What follows belongs to an exercise in optimizing a design on an open flow for small area, a short achievable clock period and few clock cycles; a production flow would make more cautious choices. In this exercise RTL edits were held to simulation tests only and were not proved equivalent to the original.

$ cat design/flow/flow/run.sh
#!/bin/bash
# Standard ORFS flow with buf_1 input-port buffers, buf_2 output-port
# buffers (the post-global-placement hook resizes them) and a clock tree of
# clkbuf_8 cells (root and leaves), without dummy loads. The make output
# goes to flow_make.log here; ORFS logs each tool under orfs/logs/.
set -euo pipefail
here=$(pwd)
export BUFFER_PORTS_ARGS="-buffer_cell sky130_fd_sc_hd__buf_1"
export POST_GLOBAL_PLACE_TCL=$here/flow/post_gpl.tcl
export CTS_ARGS="-sink_clustering_enable -repair_clock_nets -root_buf sky130_fd_sc_hd__clkbuf_8 -buf_list sky130_fd_sc_hd__clkbuf_4 -dont_use_dummy_load"
bash standard.sh > flow_make.log 2>&1
$ cat design/flow/flow/post_gpl.tcl
# Resize the buffer that drives each output port to buf_2.
set buf2 [get_lib_cells sky130_fd_sc_hd__buf_2]
foreach port [get_ports -filter "direction == output"] {
  foreach pin [get_pins -of_objects [get_nets -of_objects $port] -filter "direction == output"] {
    replace_cell [get_cells -of_objects $pin] $buf2
  }
}
$ cat design/flow/standard.sh
#!/bin/bash
# synth_recipe.tcl (not shown) runs the flow's synth.tcl, then flattens the netlist and writes it again
# the make line also repeats each setting of config.mk as NAME=value (left out here)
make -C /OpenROAD-flow-scripts/flow DESIGN_CONFIG=/design/flow/config.mk WORK_HOME=/design/flow/orfs CLKGATE_MAP_FILE= SYNTH_SCRIPT=/design/flow/synth_recipe.tcl "${@:-finish}"
$ cat design/flow/config.mk
export PLATFORM = sky130hd
export DESIGN_NAME = interpolation
export DESIGN_NICKNAME = interpolation
export VERILOG_FILES = /design/flow/design.v
export SDC_FILE = /design/flow/constraint.sdc
export NUM_CORES = 4
export LEC_CHECK = 0
export CAP_MARGIN = 20
export CORE_MARGIN = 2
export CORE_UTILIZATION = 40
export SLEW_MARGIN = 60
$ cat design/flow/constraint.sdc
create_clock -name core_clock -period 32.0 [get_ports {clk}]
set_input_delay 6.4000 -clock core_clock [delete_from_list [all_inputs] [get_ports {clk}]]
set_output_delay 6.4000 -clock core_clock [all_outputs]
set_load 0.01 [all_outputs]
$ cat design/flow/design.v
module interpolation (
    input           clk,
    input           RST,
    input           START,
    input   [5:0]   H0,
    input   [5:0]   V0,
    input   [3:0]   SW,
    input   [3:0]   SH,
    output          REN,
    input   [7:0]   R_DATA,
    output  [11:0]  ADDR,
    output  [7:0]   O_DATA,
    output          O_VALID
);
assign REN = 1'b0;
reg [3:0] sw, sh;            
reg [3:0] ryf;               
reg [3:0] rc;                
reg       rsub;              
reg [11:0] addr;             
reg        r_top, r_last;    
reg [7:0] T, B;
reg [3:0] c_yr;
reg       cfull;
reg [7:0] N;
reg       nv;
reg        loaded;
reg [4:0]  oj;                
reg [3:0]  xp;                
reg [7:0]  vl, vu;
reg [7:0]  odata;
reg        ovalid;
assign ADDR = addr;
assign O_DATA = odata;
assign O_VALID = ovalid;
function [7:0] lerp3;
    input [7:0] c, a, b;
    input [3:0] r;
    reg [11:0] x0, x1, x2, x3, x4, s1, c1, s2, c2, s;
    begin
        x0 = {4'd0, c};
        x1 = {4'd0, r[0] ? b : a};
        x2 = {3'd0, r[1] ? b : a, 1'b0};
        x3 = {2'd0, r[2] ? b : a, 2'b0};
        x4 = {1'd0, r[3] ? b : a, 3'b0};
        s1 = x0 ^ x1 ^ x2;
        c1 = ((x0 & x1) | (x0 & x2) | (x1 & x2)) << 1;
        s2 = s1 ^ c1 ^ x3;
        c2 = ((s1 & c1) | (s1 & x3) | (c1 & x3)) << 1;
        s1 = s2 ^ c2 ^ x4;
        c1 = ((s2 & c2) | (s2 & x4) | (c2 & x4)) << 1;
        s = s1 + c1;
        lerp3 = s[11:4];
    end
endfunction
wire [7:0] vcol = lerp3(T, T, B, c_yr);
wire       row_end = (oj == 5'b11000);
wire [4:0] xsum = {1'b0, xp} + {1'b0, sw};
wire       pop_next = row_end | xsum[4];
wire       avail = nv | cfull;
wire       produce = loaded;
wire       want = ~loaded | pop_next;
wire       take = want & avail;
wire [7:0] src = nv ? N : vcol;
wire       issue = (rsub | ~(nv & cfull | nv & r_last | cfull & r_last) | take);
wire       col_done = rsub | (ryf == 4'd0);
wire       row_done = issue & col_done & (rc == sw);
wire [4:0] ysum = {1'b0, ryf} + {1'b0, sh};
wire       rsub_n = issue ? ~col_done : rsub;
wire       col_up = issue & col_done;
wire [5:0] acol_n = addr[5:0] + {row_done ? {2'b11, ~sw} : 6'd0} + {5'd0, col_up};
wire [3:0] rc_n = (issue & col_done) ? (row_done ? 4'd0 : rc + 4'd1) : rc;
wire [3:0] ryf_n = row_done ? ysum[3:0] : ryf;
wire       row_up = issue & ~rsub & (~col_done | (row_done & ysum[4]));
wire       row_dn = issue & rsub & ~(row_done & ysum[4]);
wire [5:0] arow_n = addr[11:6] + {{5{row_dn}}, row_dn | row_up};
always @(posedge clk) begin
    addr[5:0] <= START ? H0 : acol_n;
    addr[11:6] <= START ? V0 : arow_n;
    odata <= lerp3(vu, vl, vu, xp);    
    if (r_top)
        T <= R_DATA;
    if (r_last)
        B <= R_DATA;
    if (issue & rsub)
        c_yr <= ryf;
    if (take) begin
        vl <= vu;
        vu <= src;
    end
    if (nv ? take : ~take)
        N <= vcol;
    if (START) begin
        sw <= SW - 4'd1;
        sh <= SH - 4'd1;
    end
end
always @(posedge clk) begin
    if (START) begin
        ryf <= 4'd0;
        rc <= 4'd0;
        rsub <= 1'b0;
        r_top <= 1'b0;
        r_last <= 1'b0;
        cfull <= 1'b0;
        nv <= 1'b0;
        loaded <= 1'b0;
        oj <= 5'd1;
        xp <= 4'd15;
        ovalid <= 1'b0;
    end else begin
        ryf <= ryf_n;
        rc <= rc_n;
        rsub <= rsub_n;
        r_top <= issue & ~rsub;
        r_last <= issue & col_done;
        if (take)
            nv <= nv & cfull;
        else if (cfull)
            nv <= 1'b1;
        cfull <= r_last | (cfull & nv & ~take);
        ovalid <= produce & ~RST;
        if (produce) begin
            if (row_end) begin
                oj <= 5'd1;
                xp <= 4'd15;
            end else begin
                oj <= {oj[3:0], oj[4] ^ oj[2]};
                xp <= xsum[3:0];
            end
            loaded <= ~pop_next | take;
        end else if (take) begin
            loaded <= 1'b1;
        end
    end
end
endmodule
==> summary.txt, run 1 <==
Floorplanning
  • Number of ports placed on the die boundary: 53
  • Die height: approximately 130 um
  • Die X: 129 um
  • Starting density of the core: 41.0%
  • FP Rows: 45

Outcome
  • Step where the flow halted: global placement (3_3_place_gp)
  • Tool error message: [ERROR STA-0100] unsupported object type Port.
  • Result of the run: aborted with a tool error

Logic synthesis
  • Post-synth ARST share: 0%
  • Proportion of synthesized chip area in sequential cells: around two fifths
  • Post-synthesis cell area: 0.00626 mm2
  • Number of unique standard cell types used by synthesis: 55
  • Post-synthesis register bit count: between 90 and 100
  • Number of instances in the synthesized netlist: 530
  • Avg Inst Size Synth: roughly 12 um2
  • Post-synthesis cell type with the largest combined area: edfxtp_1
  • Number of warnings issued by yosys: 1
  • Primary flip-flop cell chosen by synthesis mapping: edfxtp_1
  • Most area-consuming cells after synthesis: edfxtp_1, fa_1, dfxtp_1, mux2_2, ha_1
  • Number of flops mapped to enable cells by yosys: 52
  • Syn Nets: 644
  • Portion of synthesized cell area occupied by the leading cell type: 25.0%

Placed design
  • I/O Buffers: 51
[cell families after synthesis]
family	after synthesis	share of synthesized area, %
fa+ha+maj	83	22.5
flops	96	39.0
other cells	1	0.0599
buf+inv	74	4.98
compound gates	84	9.18
xor+xnor	36	5.52
simple gates	89	7.22
mux	67	11.5
[Yosys cell counts, drive strengths merged, types with 3 or more instances]
library cell / n
nand4: 3
a21o: 11
edfxtp: 52
o22ai: 5
dfxtp: 44
inv: 55
buf: 7
nand2b: 6
nor3: 14
fa: 49
nor2b: 5
o21a: 3
o21ai: 28
nor2: 21
or3: 3
nand2: 29
o31ai: 3
mux2i: 26
xor2: 16
ha: 34
clkbuf: 12
a21oi: 20
mux2: 41
xnor2: 20
Testbench counts, summed over its fixed seeds: cycles 84,952.
==> run 2, diff against run 1 <==
==> design/flow/flow/post_gpl.tcl (replaced) <==
# Resize the buffer that drives each output port to buf_2.
set buf2 [get_lib_cells sky130_fd_sc_hd__buf_2]
foreach port [get_ports -filter "direction == output"] {
  foreach pin [get_pins -of_objects [get_nets [get_full_name $port]] -filter "direction == output"] {
    replace_cell [get_cells -of_objects $pin] $buf2
  }
}
--- a/design/flow/config.mk
+++ b/design/flow/config.mk
@@ -10,2 +10,2 @@
 export CORE_UTILIZATION = 40
-export SLEW_MARGIN = 60
+export SLEW_MARGIN = 20
==> summary.txt, run 2 <==
Outcome
  • Result of the run: timing/DRC/antenna clean (was aborted with a tool error)

GRT
  • Global-route usage over all layers: 13.7%
  • Number of global-route vias before repair: 4166
  • Number of antenna violations at the first check in global routing: 0
  • Overflow after GRT: 0
  • Maximum number of pins on one net before global-route repair: 56
  • Wire length of the first global-routing pass: 18300 um

STA
  • Total negative slack for setup checks: 0 ps
  • Final number of hold-violating endpoints: 0
  • Pins Over Slew Limit: 0
  • Worst slew margin: 49.5%
  • Final Cycle Share: between 20% and 30%
  • Clock period minus final worst setup slack: approximately 7300 ps
  • Fin Clk Skew: 18.2 ps
  • Upper clock frequency limit: 137 MHz
  • Finish-stage setup viols: 0
  • Worst slack on hold paths: slightly above 500 ps
  • Slew at the pin with the worst max-slew slack: 758 ps
  • RSZ-0062 raised after global routing: false

Logic synthesis
  • Number of unique standard cell types used by synthesis: 55 (unchanged)
  • Post-synthesis register bit count: 96 (unchanged)
  • Synth top cells by count: inv_1, edfxtp_1, fa_1 (unchanged)
  • Portion of synthesized cell area occupied by the leading cell type: 25.0% (unchanged)
  • Number of instances in the synthesized netlist: 530 (unchanged)
  • Post-synth ARST share: 0% (unchanged)
  • Proportion of synthesized chip area in sequential cells: 39.0% (unchanged)
  • Primary flip-flop cell chosen by synthesis mapping: edfxtp_1 (unchanged)
  • Most area-consuming cells after synthesis: edfxtp_1, fa_1, dfxtp_1, mux2_2, ha_1 (unchanged)
  • Most numerous cell in the Yosys netlist: inv_1 (unchanged)
  • Post-synthesis cell area: 0.00626 mm2 (unchanged)
  • Number of flops mapped to enable cells by yosys: 52 (unchanged)
  • Avg Inst Size Synth: 11.8 um2 (unchanged)
  • Syn Nets: 644 (unchanged)
  • Post-synthesis cell type with the largest combined area: edfxtp_1 (unchanged)
  • Number of warnings issued by yosys: 1 (unchanged)

Detailed routing
  • Detail-routed net length per standard cell: 13.1 um
  • First drt pass iteration count: 4
  • Count of nets left with antenna violations after detail routing: 0
  • Via/cell ratio: 4.91
  • # DRC: 0
  • Total number of vias: 3846
  • Iteration-0 DRC count of the detailed router: 134
  • Total wirelength of the detailed-routed design: 10300 um

Floorplanning
  • Die X: 129 um (unchanged)
  • Placeable core region: approximately 0.015 mm2
  • FP Rows: 45 (unchanged)
  • Starting density of the core: 41.0% (unchanged)
  • Number of ports placed on the die boundary: 53 (unchanged)
  • Die Footprint: 0.0167 mm2
  • Die height: 129 um (unchanged)

Placed design
  • I/O Buffers: 51 (unchanged)
  • Total half-perimeter wirelength after legalization and detailed placement: 7930 um
  • Cell count after placement: 774

Critical path
  • Sort of element at the start of the critical path: flop
  • Library cell contributing the largest single delay on the critical path: dfxtp_1
  • Worst setup path category: reg2out
  • Highest net fanout along the worst path: 3
  • CP arrival: 890 ps
  • Maximum single-stage delay on the critical path: 370 ps
  • Bufs and invs on worst path: 1
  • Critical path, cell by cell: buf_2
  • Category of cells accounting for the largest share of critical-path delay: flip-flops
  • Required @ worst endpoint: 25600 ps
  • Kind of end point of the critical path: output pin

CTS
  • Clock insertion delay at the later pin of the skew report: ~370 ps
  • # Post-CTS Setup Buffers: 0
  • Buffer type at the clock tree root: clkbuf_8
  • Count of H-tree levels built during CTS: 3
  • Sink count of the clock tree: between 90 and 100
  • Number of resized instances in the post-cts repair step: 0
  • Clock-pin slew of the registers on the worst-case setup and hold paths: 90 ps
  • Number of buffers on the longest clock path: 2
  • Number of buffers created by CTS: 9
  • CTS tree: yes
  • Number of hold buffers added after cts: 0

Job
  • Max-cap violations: 0

Layout
  • Most common library cell in the layout ignoring fill and taps: inv_1
  • Most flops, register: addr
  • Fillers: 1426
  • Number of flip-flops under the largest register name: 12
  • Count of nets after finishing: a little under 700
  • Area occupied by multi-input gates: approximately 0.0035 mm2
  • Post-route non-filler standard cell count: slightly below 800
  • Layout cell share with drive strength beyond 1: 15.5%
  • Combined flip-flop and latch cell area: 0.00244 mm2
  • Leading cell types in the layout, fill and taps excluded: inv_1, edfxtp_1, fa_1, dfxtp_1, mux2_2
  • Post-Route Utilization: 44.5%
  • Synthesis-to-finish area growth: 8.50%
  • Diode count: 0

Hold path
  • Worst hold-check path type: reg2reg
==> run 2: cell type report <==
type | count | area share (%)
multi-input cells | 360 | 51.6
well taps | 211 | 3.89
repair buffers | 53 | 3.63
clock buffers | 9 | 1.82
flip-flops and latches | 96 | 36.0
inverters | 55 | 3.08
==> run 2: path summary, 6_finish.rpt <==
kind / from / slack, ps / cells past startpoint / end
max: addr[7] / 24710 / 1 / ADDR[7]
min: ryf[2] / 510 / 0 / c_yr[2]
max reg2reg: c_yr[0] / 27680 / 14 / vu[7]
min reg2reg: ryf[2] / 510 / 0 / c_yr[2]
==> run 2: cells by family (layout without fill, tap and decap cells) <==
group	Yosys count	count (layout)	synth area share [%]
buffers and inverters	74	117	4.98
multiplexers	67	67	11.5
other	1	1	0.0599
flip-flops	96	96	39.0
AO/OA/AOI/OAI	84	84	9.18
AND/OR/NAND/NOR	89	89	7.22
adder cells (fa/ha/maj)	83	83	22.5
XOR/XNOR	36	36	5.52
==> run 2: per-layer routing <==
metal  share of wire (%)  routed length (um)  vias up  track usage (%)
met5                   0                   0        -                0
met4                 2.2                 229        0             5.88
met3                 3.0                 309       14             2.23
met2                  49                5040       56             24.2
met1                  46                4710     1860             16.7
li1                    -                   -     1916                -
==> run 2: metrics by stage <==
step,setup WS [ps],instance area [um2]
after detailed placement,24250,6650
after CTS,24670,6770
after floorplan,24860,6260
after global placement,24300,6620
final,24710,6790
after global routing,24650,6790
==> run 3, diff against run 2 <==
--- a/design/flow/config.mk
+++ b/design/flow/config.mk
@@ -10,2 +10,2 @@
 export CORE_UTILIZATION = 40
-export SLEW_MARGIN = 20
+export SLEW_MARGIN = 40
==> summary.txt, run 3 <==
Detailed routing
  • Total number of vias: 3858 (was 3846)
  • Detail-routed net length per standard cell: 13.1 um (about the same)
  • # DRC: 0 (unchanged)
  • Total wirelength of the detailed-routed design: 10200 um (was 10300 um)
  • First drt pass iteration count: 4 (unchanged)
  • Count of nets left with antenna violations after detail routing: 0 (unchanged)
  • Via/cell ratio: 4.93 (was 4.91)
  • Iteration-0 DRC count of the detailed router: 84 (was 134)

STA
  • Fin Clk Skew: 16.8 ps (was 18.2 ps)
  • Pins Over Slew Limit: 0 (unchanged)
  • Final number of hold-violating endpoints: 0 (unchanged)
  • Upper clock frequency limit: 137 MHz (about the same)
  • Clock period minus final worst setup slack: 7290 ps (about the same)
  • Slew at the pin with the worst max-slew slack: 768 ps (was 758 ps)
  • Worst slew margin: 48.8% (was 49.5%)
  • RSZ-0062 raised after global routing: false (unchanged)
  • Worst path setup slack after routing: 24710 ps (about the same)
  • Finish-stage setup viols: 0 (unchanged)
  • Total negative slack for setup checks: 0 ps (unchanged)
  • Final Cycle Share: 22.8% (about the same)

CTS
  • Sink count of the clock tree: 96 (unchanged)
  • Number of hold buffers added after cts: 0 (unchanged)
  • Count of H-tree levels built during CTS: 3 (unchanged)
  • Clock insertion delay at the later pin of the skew report: 370 ps (about the same)
  • # Post-CTS Setup Buffers: 0 (unchanged)
  • Number of buffers on the longest clock path: 2 (unchanged)
  • Clock-pin slew of the registers on the worst-case setup and hold paths: 90 ps (about the same)
  • Buffer type at the clock tree root: clkbuf_8 (unchanged)
  • CTS tree: yes (unchanged)
  • Number of resized instances in the post-cts repair step: 0 (unchanged)
  • Number of buffers created by CTS: 9 (unchanged)

Logic synthesis
  • Syn Nets: 644 (unchanged)
  • Post-synthesis register bit count: 96 (unchanged)
  • Portion of synthesized cell area occupied by the leading cell type: 25.0% (unchanged)
  • Multiplexer share of the synthesized area: 11.5% (unchanged)
  • Post-synthesis compound-gate area fraction: 9.18% (unchanged)
  • Primary flip-flop cell chosen by synthesis mapping: edfxtp_1 (unchanged)
  • Number of warnings issued by yosys: 1 (unchanged)
  • Most area-consuming cells after synthesis: edfxtp_1, fa_1, dfxtp_1, mux2_2, ha_1 (unchanged)
  • Number of flops mapped to enable cells by yosys: 52 (unchanged)
  • Number of unique standard cell types used by synthesis: 55 (unchanged)
  • Number of instances in the synthesized netlist: 530 (unchanged)
  • Avg Inst Size Synth: 11.8 um2 (unchanged)
  • Most numerous cell in the Yosys netlist: inv_1 (unchanged)
  • Post-synthesis cell area: 0.00626 mm2 (unchanged)
  • Post-synth ARST share: 0% (unchanged)
  • Synth top cells by count: inv_1, edfxtp_1, fa_1 (unchanged)
  • Simple-Gate Fraction of Synth Area: 7.22% (unchanged)
  • Synthesized-area fraction occupied by adder cells: 22.5% (unchanged)
  • Parity-gate share of the synthesized area counting xor and xnor cells: 5.52% (unchanged)
  • Main combinational cell family by area after synthesis: adder cells (unchanged)
  • Proportion of synthesized chip area in sequential cells: 39.0% (unchanged)
  • Post-synthesis cell type with the largest combined area: edfxtp_1 (unchanged)

Outcome
  • Result of the run: timing/DRC/antenna clean (unchanged)

GRT
  • Wire length of the first global-routing pass: 18200 um (was 18300 um)
  • Number of global-route vias before repair: 4182 (was 4166)
  • Number of antenna violations at the first check in global routing: 0 (unchanged)
  • Overflow after GRT: 0 (unchanged)
  • Global-route usage over all layers: 13.6% (was 13.7%)
  • Maximum number of pins on one net before global-route repair: 56 (unchanged)

Floorplanning
  • Die Footprint: 0.0167 mm2 (unchanged)
  • FP Rows: 45 (unchanged)
  • Placeable core region: 0.0153 mm2 (unchanged)
  • Starting density of the core: 41.0% (unchanged)
  • Number of ports placed on the die boundary: 53 (unchanged)
  • Die height: 129 um (unchanged)
  • Die X: 129 um (unchanged)

Critical path
  • Sort of element at the start of the critical path: flop (unchanged)
  • Highest net fanout along the worst path: 3 (unchanged)
  • Critical path, cell by cell: buf_2 (unchanged)
  • Worst setup path category: reg2out (unchanged)
  • Required @ worst endpoint: 25600 ps (about the same)
  • Maximum single-stage delay on the critical path: 380 ps (was 370 ps)
  • Kind of end point of the critical path: output pin (unchanged)
  • Category of cells accounting for the largest share of critical-path delay: flip-flops (unchanged)
  • Library cell contributing the largest single delay on the critical path: dfxtp_1 (unchanged)
  • Bufs and invs on worst path: 1 (unchanged)
  • CP arrival: 890 ps (about the same)

Job
  • Max-cap violations: 0 (unchanged)

Layout
  • Leading cell types in the layout, fill and taps excluded: inv_1, edfxtp_1, fa_1, dfxtp_1, mux2_2 (unchanged)
  • Diode count: 0 (unchanged)
  • Most flops, register: addr (unchanged)
  • Layout cell share with drive strength beyond 1: 15.4% (was 15.5%)
  • Synthesis-to-finish area growth: 8.22% (was 8.50%)
  • Most common library cell in the layout ignoring fill and taps: inv_1 (unchanged)
  • Count of nets after finishing: 688 (was 689)
  • Fillers: 1425 (was 1426)
  • Number of flip-flops under the largest register name: 12 (unchanged)
  • Post-route cell area: 0.00677 mm2 (was 0.00679 mm2)

Placed design
  • Placed inst area: 0.00665 mm2 (about the same)
  • I/O Buffers: 51 (unchanged)
  • Total half-perimeter wirelength after legalization and detailed placement: 7900 um (was 7930 um)
  • Dpl ws: 24570 ps (was 24250 ps)

Hold path
  • Worst hold-check path type: reg2reg (unchanged)
## run 3: cell count changes in the layout (fill, tap and decap cells not counted)
cell,previous run,this run
clkbuf_4,0,1
clkbuf_2,1,0
buf_12,1,0
## run 3: final cells by class
| cell class | count | area [um2] | area share, % |
|---|---|---|---|
| clock buffers | 9 | 124 | 1.83 |
| inverters | 55 | 209 | 3.09 |
| multi-input cells | 360 | 3500 | 51.7 |
| flip-flops and latches | 96 | 2440 | 36.1 |
| well taps | 211 | 264 | 3.90 |
| repair buffers | 52 | 229 | 3.38 |
## run 3: per-layer routing
metal,part of all wire (%),vias up,global-route usage (%),routed length (um)
met5,0,-,0,0
met4,2.5,0,6.27,253
met3,2.4,15,2.35,250
met2,49,54,23.7,4990
met1,46,1875,16.6,4750
li1,-,1914,-,-
## run 3: cells by family (layout without fill, tap and decap cells)
group,count (synthesis),after routing
AOI/OAI and AO/OA,84,84
xor gates and xnor gates,36,36
adders and majority gates,83,83
buffers and inverters,74,116
DFF,96,96
muxes,67,67
other,1,1
and+or+nand+nor,89,89
## run 3: path summary, 6_finish.rpt
path | startpoint | slack, ps | end | cells past startpoint
worst max-delay path | addr[7] | 24710 | ADDR[7] | 1
worst min-delay path | ryf[0] | 520 | c_yr[0] | 0
worst max register to register | c_yr[0] | 27660 | vu[7] | 14
worst min register to register | ryf[0] | 520 | c_yr[0] | 0
## run 3: per-stage QoR
stage               instances  utilization, %  hold slack, ps
floorplan                 530               -             456
global placement          774            43.4             488
detailed placement        774            43.6             488
CTS                       783            44.4             522
global route              783            44.4             538
finish                    783            44.4             524
==> run 4, diff against run 3 <==
--- a/design/flow/config.mk
+++ b/design/flow/config.mk
@@ -10,2 +10,2 @@
 export CORE_UTILIZATION = 40
-export SLEW_MARGIN = 40
+export SLEW_MARGIN = 60
==> summary.txt, run 4 <==
Detailed routing
  • Total number of vias: 3846 (was 3858)
  • First drt pass iteration count: 4 (unchanged)
  • Iteration-0 DRC count of the detailed router: 98 (was 84)
  • Via/cell ratio: 4.91 (was 4.93)
  • Detail-routed net length per standard cell: 12.9 um (was 13.1 um)
  • Total wirelength of the detailed-routed design: 10100 um (was 10200 um)
  • # DRC: 0 (unchanged)
  • Count of nets left with antenna violations after detail routing: 0 (unchanged)

CTS
  • Count of H-tree levels built during CTS: 3 (unchanged)
  • Number of hold buffers added after cts: 0 (unchanged)
  • Number of buffers created by CTS: 9 (unchanged)
  • Number of resized instances in the post-cts repair step: 0 (unchanged)
  • Clock-pin slew of the registers on the worst-case setup and hold paths: 90 ps (about the same)
  • Clock insertion delay at the later pin of the skew report: 360 ps (was 370 ps)
  • CTS tree: yes (unchanged)
  • Number of buffers on the longest clock path: 2 (unchanged)
  • Buffer type at the clock tree root: clkbuf_8 (unchanged)
  • Sink count of the clock tree: 96 (unchanged)
  • # Post-CTS Setup Buffers: 0 (unchanged)

GRT
  • Number of antenna violations at the first check in global routing: 0 (unchanged)
  • Global-route usage over all layers: 13.4% (was 13.6%)
  • Wire length of the first global-routing pass: 17900 um (was 18200 um)
  • Maximum number of pins on one net before global-route repair: 56 (unchanged)
  • Overflow after GRT: 0 (unchanged)
  • Number of global-route vias before repair: 4153 (was 4182)

STA
  • Clock period minus final worst setup slack: 7290 ps (about the same)
  • Final Cycle Share: 22.8% (about the same)
  • Worst path setup slack after routing: 24710 ps (about the same)
  • Upper clock frequency limit: 137 MHz (about the same)
  • Finish-stage setup viols: 0 (unchanged)
  • Total negative slack for setup checks: 0 ps (unchanged)
  • Pins Over Slew Limit: 0 (unchanged)
  • Final number of hold-violating endpoints: 0 (unchanged)
  • Worst slack on hold paths: 524 ps (about the same)
  • RSZ-0062 raised after global routing: false (unchanged)
  • Worst slew margin: 66.5% (was 48.8%)
  • Fin Clk Skew: 14.9 ps (was 16.8 ps)
  • Slew at the pin with the worst max-slew slack: 502 ps (was 768 ps)

Layout
  • Layout cell share with drive strength beyond 1: 16.6% (was 15.4%)
  • Most common library cell in the layout ignoring fill and taps: inv_1 (unchanged)
  • Diode count: 0 (unchanged)
  • Number of flip-flops under the largest register name: 12 (unchanged)
  • Most flops, register: addr (unchanged)
  • Count of nets after finishing: 689 (was 688)
  • Leading cell types in the layout, fill and taps excluded: inv_1, edfxtp_1, fa_1, mux2_2, dfxtp_1 (was inv_1, edfxtp_1, fa_1, dfxtp_1, mux2_2)
  • Fillers: 1433 (was 1425)
  • Synthesis-to-finish area growth: 8.60% (was 8.22%)

Logic synthesis
  • Proportion of synthesized chip area in sequential cells: 39.0% (unchanged)
  • Most numerous cell in the Yosys netlist: inv_1 (unchanged)
  • Post-synthesis cell type with the largest combined area: edfxtp_1 (unchanged)
  • Number of warnings issued by yosys: 1 (unchanged)
  • Number of flops mapped to enable cells by yosys: 52 (unchanged)
  • Syn Nets: 644 (unchanged)
  • Primary flip-flop cell chosen by synthesis mapping: edfxtp_1 (unchanged)
  • Post-synthesis cell area: 0.00626 mm2 (unchanged)
  • Post-synthesis register bit count: 96 (unchanged)
  • Number of instances in the synthesized netlist: 530 (unchanged)
  • Portion of synthesized cell area occupied by the leading cell type: 25.0% (unchanged)
  • Avg Inst Size Synth: 11.8 um2 (unchanged)
  • Post-synth ARST share: 0% (unchanged)
  • Most area-consuming cells after synthesis: edfxtp_1, fa_1, dfxtp_1, mux2_2, ha_1 (unchanged)
  • Synth top cells by count: inv_1, edfxtp_1, fa_1 (unchanged)
  • Number of unique standard cell types used by synthesis: 55 (unchanged)

Floorplanning
  • Die height: 129 um (unchanged)
  • Starting density of the core: 41.0% (unchanged)
  • Number of ports placed on the die boundary: 53 (unchanged)
  • FP Rows: 45 (unchanged)
  • Die X: 129 um (unchanged)
  • Placeable core region: 0.0153 mm2 (unchanged)
  • Die Footprint: 0.0167 mm2 (unchanged)

Critical path
  • FF-to-FF path depth: 13 (was 14)
  • Critical Path Source: addr[7] (unchanged)
  • Worst setup path category: reg2out (unchanged)
  • Kind of end point of the critical path: output pin (unchanged)
  • Bufs and invs on worst path: 1 (unchanged)
  • Highest net fanout along the worst path: 3 (unchanged)
  • Sort of element at the start of the critical path: flop (unchanged)
  • Category of cells accounting for the largest share of critical-path delay: flip-flops (unchanged)
  • Depth of the critical timing path with buffers and inverters included: 1 (unchanged)
  • Worst r2r src: c_yr[0] (unchanged)
  • CP arrival: 890 ps (about the same)
  • Library cell contributing the largest single delay on the critical path: dfxtp_1 (unchanged)
  • Required @ worst endpoint: 25600 ps (about the same)
  • Critical path, cell by cell: buf_2 (unchanged)
  • Maximum single-stage delay on the critical path: 370 ps (was 380 ps)

Placed design
  • Total half-perimeter wirelength after legalization and detailed placement: 7880 um (was 7900 um)
  • I/O Buffers: 51 (unchanged)
  • Dpl ws: 24570 ps (about the same)

Hold path
  • Origin of the worst min-delay path: vu[0] (was ryf[0])
  • Min-Delay Path Depth: 0 (unchanged)
  • Worst hold-check path type: reg2reg (unchanged)

Outcome
  • Result of the run: timing/DRC/antenna clean (unchanged)

Job
  • Max-cap violations: 0 (unchanged)
## run 4: cell count changes in the layout (fill, tap and decap cells not counted), sizes merged
cell    delta
buf        +2
clkbuf     -1
## run 4: final cells by class
cell class                 instances  area, um2  area share (%)
tap                              211        264            3.89
clock buffer                       9        124            1.82
multi-input combinational        360       3510            51.7
inverter                          55        209            3.07
sequential                        96       2450            36.0
timing repair buffer              53        238            3.50
## run 4: final timing paths
kind / slack [ps] / endpoint
setup reg to reg: 27690 / vu[7]
hold reg to reg: 520 / vl[0]
setup / recovery: 24710 / ADDR[7]
hold / removal: 520 / vl[0]
## run 4: kinds of logic (layout without fill, tap and decap cells)
kind of cell,after synthesis,count (layout),synth area share [%]
AO/OA/AOI/OAI,84,84,9.18
XOR/XNOR,36,36,5.52
adder cells (fa/ha/maj),83,83,22.5
buffers and inverters,74,117,4.98
flip-flops,96,96,39.0
multiplexers,67,67,11.5
other,1,1,0.0599
AND/OR/NAND/NOR,89,89,7.22
## run 4: per-stage QoR
stage          std cells  area [um2]  util [%]
2_1_floorplan        530        6260         -
3_3_place_gp         774        6620      43.4
3_5_place_dp         774        6660      43.6
4_1_cts              783        6780      44.4
5_1_grt              784        6800      44.5
6_report             784        6800      44.5
## run 4: metal layers
layer / share of wire (%) / global-route usage, %
met1: 46 / 16.0
met2: 49 / 23.6
met3: 2.7 / 2.27
met4: 2.6 / 6.52
met5: 0 / 0
==> run 5, diff against run 4 <==
==> design/flow/flow/post_gpl.tcl (replaced) <==
# Resize the buffer that drives each output port to buf_4, and the
# flip-flop that drives that buffer to dfxtp_4.
set buf2 [get_lib_cells sky130_fd_sc_hd__buf_4]
set ff2 [get_lib_cells sky130_fd_sc_hd__dfxtp_4]
foreach port [get_ports -filter "direction == output"] {
  foreach pin [get_pins -of_objects [get_nets [get_full_name $port]] -filter "direction == output"] {
    set buf [get_cells -of_objects $pin]
    replace_cell $buf $buf2
    foreach ipin [get_pins -of_objects $buf -filter "direction == input"] {
      foreach dpin [get_pins -of_objects [get_nets -of_objects $ipin] -filter "direction == output"] {
        set drv [get_cells -of_objects $dpin]
        if {[get_property [get_lib_cells -of_objects $drv] name] eq "sky130_fd_sc_hd__dfxtp_1"} { replace_cell $drv $ff2 }
      }
    }
  }
}
==> summary.txt, run 5 <==
Critical path
  • Category of cells accounting for the largest share of critical-path delay: flip-flops (unchanged)
  • CP arrival: 880 ps (was 890 ps)
  • Required @ worst endpoint: 25600 ps (about the same)
  • Bufs and invs on worst path: 1 (unchanged)
  • Kind of end point of the critical path: output pin (unchanged)
  • Maximum single-stage delay on the critical path: 360 ps (was 370 ps)
  • Worst r2r src: c_yr[0] (unchanged)
  • Library cell contributing the largest single delay on the critical path: dfxtp_4 (was dfxtp_1)
  • Worst setup path category: reg2out (unchanged)
  • Highest net fanout along the worst path: 2 (was 3)
  • Critical path, cell by cell: buf_4 (was buf_2)
  • Critical Path Source: addr[10] (was addr[7])
  • Sort of element at the start of the critical path: flop (unchanged)

STA
  • Worst slack on hold paths: 526 ps (was 524 ps)
  • RSZ-0062 raised after global routing: false (unchanged)
  • Fin Clk Skew: 21.5 ps (was 14.9 ps)
  • Worst slew margin: 65.8% (was 66.5%)
  • Slew at the pin with the worst max-slew slack: 513 ps (was 502 ps)
  • Final number of hold-violating endpoints: 0 (unchanged)
  • Final Cycle Share: 22.7% (was 22.8%)
  • Finish-stage setup viols: 0 (unchanged)
  • Pins Over Slew Limit: 0 (unchanged)
  • Upper clock frequency limit: 137 MHz (about the same)
  • Clock period minus final worst setup slack: 7280 ps (was 7290 ps)
  • Worst path setup slack after routing: 24720 ps (was 24710 ps)
  • Total negative slack for setup checks: 0 ps (unchanged)

Floorplanning
  • Starting density of the core: 41.0% (unchanged)
  • Number of ports placed on the die boundary: 53 (unchanged)
  • Die X: 129 um (unchanged)
  • FP Rows: 45 (unchanged)
  • Die height: 129 um (unchanged)
  • Die Footprint: 0.0167 mm2 (unchanged)
  • Placeable core region: 0.0153 mm2 (unchanged)

GRT
  • Global-route usage over all layers: 13.6% (was 13.4%)
  • Overflow after GRT: 0 (unchanged)
  • Number of global-route vias before repair: 4164 (was 4153)
  • Wire length of the first global-routing pass: 18100 um (was 17900 um)
  • Maximum number of pins on one net before global-route repair: 56 (unchanged)
  • Number of antenna violations at the first check in global routing: 0 (unchanged)

Placed design
  • Placed inst area: 0.00679 mm2 (was 0.00666 mm2)
  • Total half-perimeter wirelength after legalization and detailed placement: 7970 um (was 7880 um)
  • Dpl ws: 24580 ps (was 24570 ps)
  • I/O Buffers: 51 (unchanged)

CTS
  • Clock insertion delay at the later pin of the skew report: 380 ps (was 360 ps)
  • Number of hold buffers added after cts: 0 (unchanged)
  • Count of H-tree levels built during CTS: 3 (unchanged)
  • Number of buffers created by CTS: 9 (unchanged)
  • # Post-CTS Setup Buffers: 0 (unchanged)
  • CTS tree: yes (unchanged)
  • Buffer type at the clock tree root: clkbuf_8 (unchanged)
  • Clock-pin slew of the registers on the worst-case setup and hold paths: 100 ps (was 90 ps)
  • Sink count of the clock tree: 96 (unchanged)
  • Number of buffers on the longest clock path: 2 (unchanged)
  • Number of resized instances in the post-cts repair step: 0 (unchanged)

Detailed routing
  • Total number of vias: 3829 (was 3846)
  • Iteration-0 DRC count of the detailed router: 101 (was 98)
  • Detail-routed net length per standard cell: 13.2 um (was 12.9 um)
  • # DRC: 0 (unchanged)
  • Count of nets left with antenna violations after detail routing: 0 (unchanged)
  • First drt pass iteration count: 4 (unchanged)
  • Total wirelength of the detailed-routed design: 10300 um (was 10100 um)
  • Via/cell ratio: 4.88 (was 4.91)

Layout
  • Leading cell types in the layout, fill and taps excluded: inv_1, edfxtp_1, fa_1, mux2_2, ha_1 (was inv_1, edfxtp_1, fa_1, mux2_2, dfxtp_1)
  • Count of nets after finishing: 689 (unchanged)
  • Most common library cell in the layout ignoring fill and taps: inv_1 (unchanged)
  • Number of flip-flops under the largest register name: 12 (unchanged)
  • Diode count: 0 (unchanged)
  • Synthesis-to-finish area growth: 10.7% (was 8.60%)
  • Post-route cell area: 0.00693 mm2 (was 0.00680 mm2)
  • Layout cell share with drive strength beyond 1: 20.2% (was 16.6%)
  • Most flops, register: addr (unchanged)
  • Post-Route Utilization: 45.4% (was 44.5%)

Logic synthesis
  • Syn Nets: 644 (unchanged)
  • Avg Inst Size Synth: 11.8 um2 (unchanged)
  • Post-synthesis cell type with the largest combined area: edfxtp_1 (unchanged)
  • Post-synthesis cell area: 0.00626 mm2 (unchanged)
  • Proportion of synthesized chip area in sequential cells: 39.0% (unchanged)
  • Primary flip-flop cell chosen by synthesis mapping: edfxtp_1 (unchanged)
  • Number of warnings issued by yosys: 1 (unchanged)
  • Most area-consuming cells after synthesis: edfxtp_1, fa_1, dfxtp_1, mux2_2, ha_1 (unchanged)
  • Post-synth ARST share: 0% (unchanged)
  • Post-synthesis register bit count: 96 (unchanged)
  • Number of flops mapped to enable cells by yosys: 52 (unchanged)
  • Number of unique standard cell types used by synthesis: 55 (unchanged)
  • Number of instances in the synthesized netlist: 530 (unchanged)
  • Most numerous cell in the Yosys netlist: inv_1 (unchanged)
  • Synth top cells by count: inv_1, edfxtp_1, fa_1 (unchanged)
  • Portion of synthesized cell area occupied by the leading cell type: 25.0% (unchanged)

Hold path
  • Worst hold-check path type: reg2reg (unchanged)
  • Origin of the worst min-delay path: ryf[2] (was vu[0])

Outcome
  • Result of the run: timing/DRC/antenna clean (unchanged)

Job
  • Max-cap violations: 0 (unchanged)
[run 5: cells by family after synthesis]
| logic type | synth area share, % |
|---|---|
| other cells | 0.0599 |
| mux | 11.5 |
| simple gates | 7.22 |
| flops | 39.0 |
| buf+inv | 4.98 |
| fa+ha+maj | 22.5 |
| xor+xnor | 5.52 |
| compound gates | 9.18 |
[run 5: final timing paths]
| check | depth (start not counted) | to | slack (ps) |
|---|---|---|---|
| hold reg to reg | 0 | c_yr[2] | 530 |
| setup reg to reg | 14 | vu[7] | 27670 |
| hold / removal | 0 | c_yr[2] | 530 |
| setup / recovery | 1 | ADDR[10] | 24720 |
[run 5: per-stage QoR]
step	std cells
global placement	774
global route	784
finish	784
CTS	783
detailed placement	774
floorplan	530
[run 5: layer usage]
layer,vias to the layer above,track usage (%),wire length (um)
met5,-,0,0
met4,0,5.69,182
met3,13,2.19,248
met2,56,24.2,5100
met1,1850,16.4,4810
li1,1910,-,-
[run 5: layout make-up]
class / count / area (um2)
timing repair buffer: 53 / 290
tap: 211 / 264
multi-input combinational: 360 / 3510
clock buffer: 9 / 124
inverter: 55 / 209
sequential: 96 / 2530
fill: 1408 / 8330
==> run 6, diff against run 5 <==
--- a/design/flow/flow/post_gpl.tcl
+++ b/design/flow/flow/post_gpl.tcl
@@ -1,5 +1,5 @@
-# Resize the buffer that drives each output port to buf_4, and the
-# flip-flop that drives that buffer to dfxtp_4.
-set buf2 [get_lib_cells sky130_fd_sc_hd__buf_4]
-set ff2 [get_lib_cells sky130_fd_sc_hd__dfxtp_4]
+# Resize the buffer that drives each output port to buf_2, and the
+# flip-flop that drives that buffer to dfxtp_2.
+set buf2 [get_lib_cells sky130_fd_sc_hd__buf_2]
+set ff2 [get_lib_cells sky130_fd_sc_hd__dfxtp_2]
 foreach port [get_ports -filter "direction == output"] {
==> summary.txt, run 6 <==
Outcome
  • Result of the run: timing/DRC/antenna clean (unchanged)

Layout
  • Synthesis-to-finish area growth: 8.94% (was 10.7%)
  • Combined flip-flop and latch cell area: 0.00247 mm2 (was 0.00253 mm2)
  • Layout cell share with drive strength beyond 1: 20.1% (was 20.2%)
  • Fillers: 1424 (was 1408)
  • Area occupied by multi-input gates: 0.00351 mm2 (unchanged)
  • Most common library cell in the layout ignoring fill and taps: inv_1 (unchanged)
  • Most flops, register: addr (unchanged)
  • Number of flip-flops under the largest register name: 12 (unchanged)
  • Count of nets after finishing: 688 (was 689)
  • Post-route non-filler standard cell count: 783 (was 784)
  • Diode count: 0 (unchanged)
  • Leading cell types in the layout, fill and taps excluded: inv_1, edfxtp_1, fa_1, mux2_2, ha_1 (unchanged)

STA
  • Final Cycle Share: 22.7% (about the same)
  • RSZ-0062 raised after global routing: false (unchanged)
  • Finish-stage setup viols: 0 (unchanged)
  • Slew at the pin with the worst max-slew slack: 518 ps (was 513 ps)
  • Worst slew margin: 65.3% (was 65.8%)
  • Upper clock frequency limit: 138 MHz (was 137 MHz)
  • Final number of hold-violating endpoints: 0 (unchanged)
  • Fin Clk Skew: 24.5 ps (was 21.5 ps)
  • Clock period minus final worst setup slack: 7270 ps (was 7280 ps)
  • Pins Over Slew Limit: 0 (unchanged)
  • Total negative slack for setup checks: 0 ps (unchanged)

Logic synthesis
  • Portion of synthesized cell area occupied by the leading cell type: 25.0% (unchanged)
  • Number of instances in the synthesized netlist: 530 (unchanged)
  • Number of unique standard cell types used by synthesis: 55 (unchanged)
  • Avg Inst Size Synth: 11.8 um2 (unchanged)
  • Proportion of synthesized chip area in sequential cells: 39.0% (unchanged)
  • Primary flip-flop cell chosen by synthesis mapping: edfxtp_1 (unchanged)
  • Number of warnings issued by yosys: 1 (unchanged)
  • Synth top cells by count: inv_1, edfxtp_1, fa_1 (unchanged)
  • Post-synth ARST share: 0% (unchanged)
  • Most numerous cell in the Yosys netlist: inv_1 (unchanged)
  • Post-synthesis register bit count: 96 (unchanged)
  • Syn Nets: 644 (unchanged)
  • Post-synthesis cell type with the largest combined area: edfxtp_1 (unchanged)
  • Most area-consuming cells after synthesis: edfxtp_1, fa_1, dfxtp_1, mux2_2, ha_1 (unchanged)
  • Post-synthesis cell area: 0.00626 mm2 (unchanged)
  • Number of flops mapped to enable cells by yosys: 52 (unchanged)

CTS
  • Clock-pin slew of the registers on the worst-case setup and hold paths: 100 ps (about the same)
  • Number of resized instances in the post-cts repair step: 0 (unchanged)
  • # Post-CTS Setup Buffers: 0 (unchanged)
  • Number of hold buffers added after cts: 0 (unchanged)
  • Number of buffers on the longest clock path: 2 (unchanged)
  • Number of buffers created by CTS: 9 (unchanged)
  • Sink count of the clock tree: 96 (unchanged)
  • Count of H-tree levels built during CTS: 3 (unchanged)
  • CTS tree: yes (unchanged)
  • Clock insertion delay at the later pin of the skew report: 380 ps (about the same)
  • Buffer type at the clock tree root: clkbuf_8 (unchanged)

Detailed routing
  • Via/cell ratio: 4.94 (was 4.88)
  • Total wirelength of the detailed-routed design: 10300 um (about the same)
  • Total number of vias: 3867 (was 3829)
  • Iteration-0 DRC count of the detailed router: 86 (was 101)
  • First drt pass iteration count: 4 (unchanged)
  • # DRC: 0 (unchanged)
  • Count of nets left with antenna violations after detail routing: 0 (unchanged)
  • Detail-routed net length per standard cell: 13.2 um (about the same)

Floorplanning
  • Die X: 129 um (unchanged)
  • Number of ports placed on the die boundary: 53 (unchanged)
  • Die height: 129 um (unchanged)
  • Die Footprint: 0.0167 mm2 (unchanged)
  • FP Rows: 45 (unchanged)
  • Placeable core region: 0.0153 mm2 (unchanged)
  • Starting density of the core: 41.0% (unchanged)

Critical path
  • Category of cells accounting for the largest share of critical-path delay: flip-flops (unchanged)
  • Bufs and invs on worst path: 1 (unchanged)
  • Sort of element at the start of the critical path: flop (unchanged)
  • Maximum single-stage delay on the critical path: 360 ps (about the same)
  • Kind of end point of the critical path: output pin (unchanged)
  • CP arrival: 870 ps (was 880 ps)
  • Highest net fanout along the worst path: 3 (was 2)
  • Critical path, cell by cell: buf_2 (was buf_4)
  • Library cell contributing the largest single delay on the critical path: dfxtp_2 (was dfxtp_4)
  • Required @ worst endpoint: 25600 ps (about the same)
  • Worst setup path category: reg2out (unchanged)

Job
  • Max-cap violations: 0 (unchanged)

GRT
  • Number of antenna violations at the first check in global routing: 0 (unchanged)
  • Global-route usage over all layers: 13.8% (was 13.6%)
  • Wire length of the first global-routing pass: 18300 um (was 18100 um)
  • Maximum number of pins on one net before global-route repair: 56 (unchanged)
  • Number of global-route vias before repair: 4136 (was 4164)
  • Overflow after GRT: 0 (unchanged)

Placed design
  • Cell count after placement: 774 (unchanged)
  • Total half-perimeter wirelength after legalization and detailed placement: 7970 um (about the same)
  • I/O Buffers: 51 (unchanged)

Hold path
  • Worst hold-check path type: reg2reg (unchanged)
[run 6: cells by family after synthesis]
logic type	after synthesis	synth area share, %
xor+xnor	36	5.52
simple gates	89	7.22
compound gates	84	9.18
other cells	1	0.0599
fa+ha+maj	83	22.5
mux	67	11.5
flops	96	39.0
buf+inv	74	4.98
[run 6: worst register-to-register path: stages (launching register included)]
cell,delay [ps]
edfxtp_1,580
mux2i_1,210
fa_1,520
inv_1,50
fa_1,510
fa_1,480
nand4_1,150
nor2_1,80
fa_1,390
a21o_1,190
a21oi_1,220
nor2b_1,90
o31a_1,250
o21ai_0,220
a21oi_1,120
[run 6: final cells by class]
cell class	count	share of cell area (%)
Inverter	55	3.07
Clock buffer	9	1.82
Tap cell	211	3.87
Timing Repair Buffer	52	3.41
Multi-Input combinational cell	360	51.5
Sequential cell	96	36.3
[run 6: layer usage]
metal / part of all wire, % / global-route usage [%]
met1: 46 / 16.6
met2: 49 / 24.1
met3: 3.1 / 2.93
met4: 2.3 / 5.69
met5: 0 / 0
[run 6: final timing paths]
kind | start | to | slack, ps | depth (start not counted)
hold / removal | vu[0] | vl[0] | 530 | 0
hold reg to reg | vu[0] | vl[0] | 530 | 0
setup / recovery | addr[7] | ADDR[7] | 24730 | 1
setup reg to reg | c_yr[0] | vu[7] | 27700 | 14
[run 6: per-stage QoR]
stage               setup slack [ps]  cell area (um2)  hold WS (ps)  util (%)
global placement               24300             6620           488      43.4
detailed placement             24570             6680           507      43.8
global route                   24680             6820           538      44.7
CTS                            24700             6810           530      44.6
finish                         24730             6820           530      44.7
floorplan                      24860             6260           456         -

re-timing with driven ports:
The results above use ideal ports. As a check the final layouts listed here were re-extracted and re-timed, cells and wires unchanged.
Step 1 sets driving cells, clkbuf_16 on the clock port and buf_2 on the other inputs (assumed; they add their load-dependent delay and slew).
Step 2, shift: input delay + t, output delay - t, t = (earliest + latest rising clock arrival at the registers) / 2. This alone moves slack from input paths to output paths.
Slacks: ideal ports / drivers / drivers and shift; pairs: ideal ports / drivers.
| run | shift t [ns] | slack for setup (ns) | latest minus earliest clock arrival (ns) | worst register clock-pin slew, ns | worst slew at a driven data input, ns |
|---|---|---|---|---|---|
| run 2 | 0.393 | 24.706 / 24.673 / 24.707 | 0.019 / 0.019 | 0.09 / 0.09 | 0.04 |
| run 3 | 0.392 | 24.709 / 24.677 / 24.584 | 0.019 / 0.019 | 0.09 / 0.09 | 0.04 |
| run 4 | 0.392 | 24.714 / 24.679 / 24.772 | 0.016 / 0.016 | 0.09 / 0.09 | 0.04 |
| run 5 | 0.398 | 24.725 / 24.691 / 24.769 | 0.024 / 0.025 | 0.10 / 0.10 | 0.04 |
| run 6 | 0.401 | 24.732 / 24.698 / 24.780 | 0.026 / 0.026 | 0.10 / 0.10 | 0.04 |
After both steps every run listed still meets setup and hold. The setup slack of run 3, which loses most, moves by -0.032 ns with the drivers and by -0.125 ns with both steps.
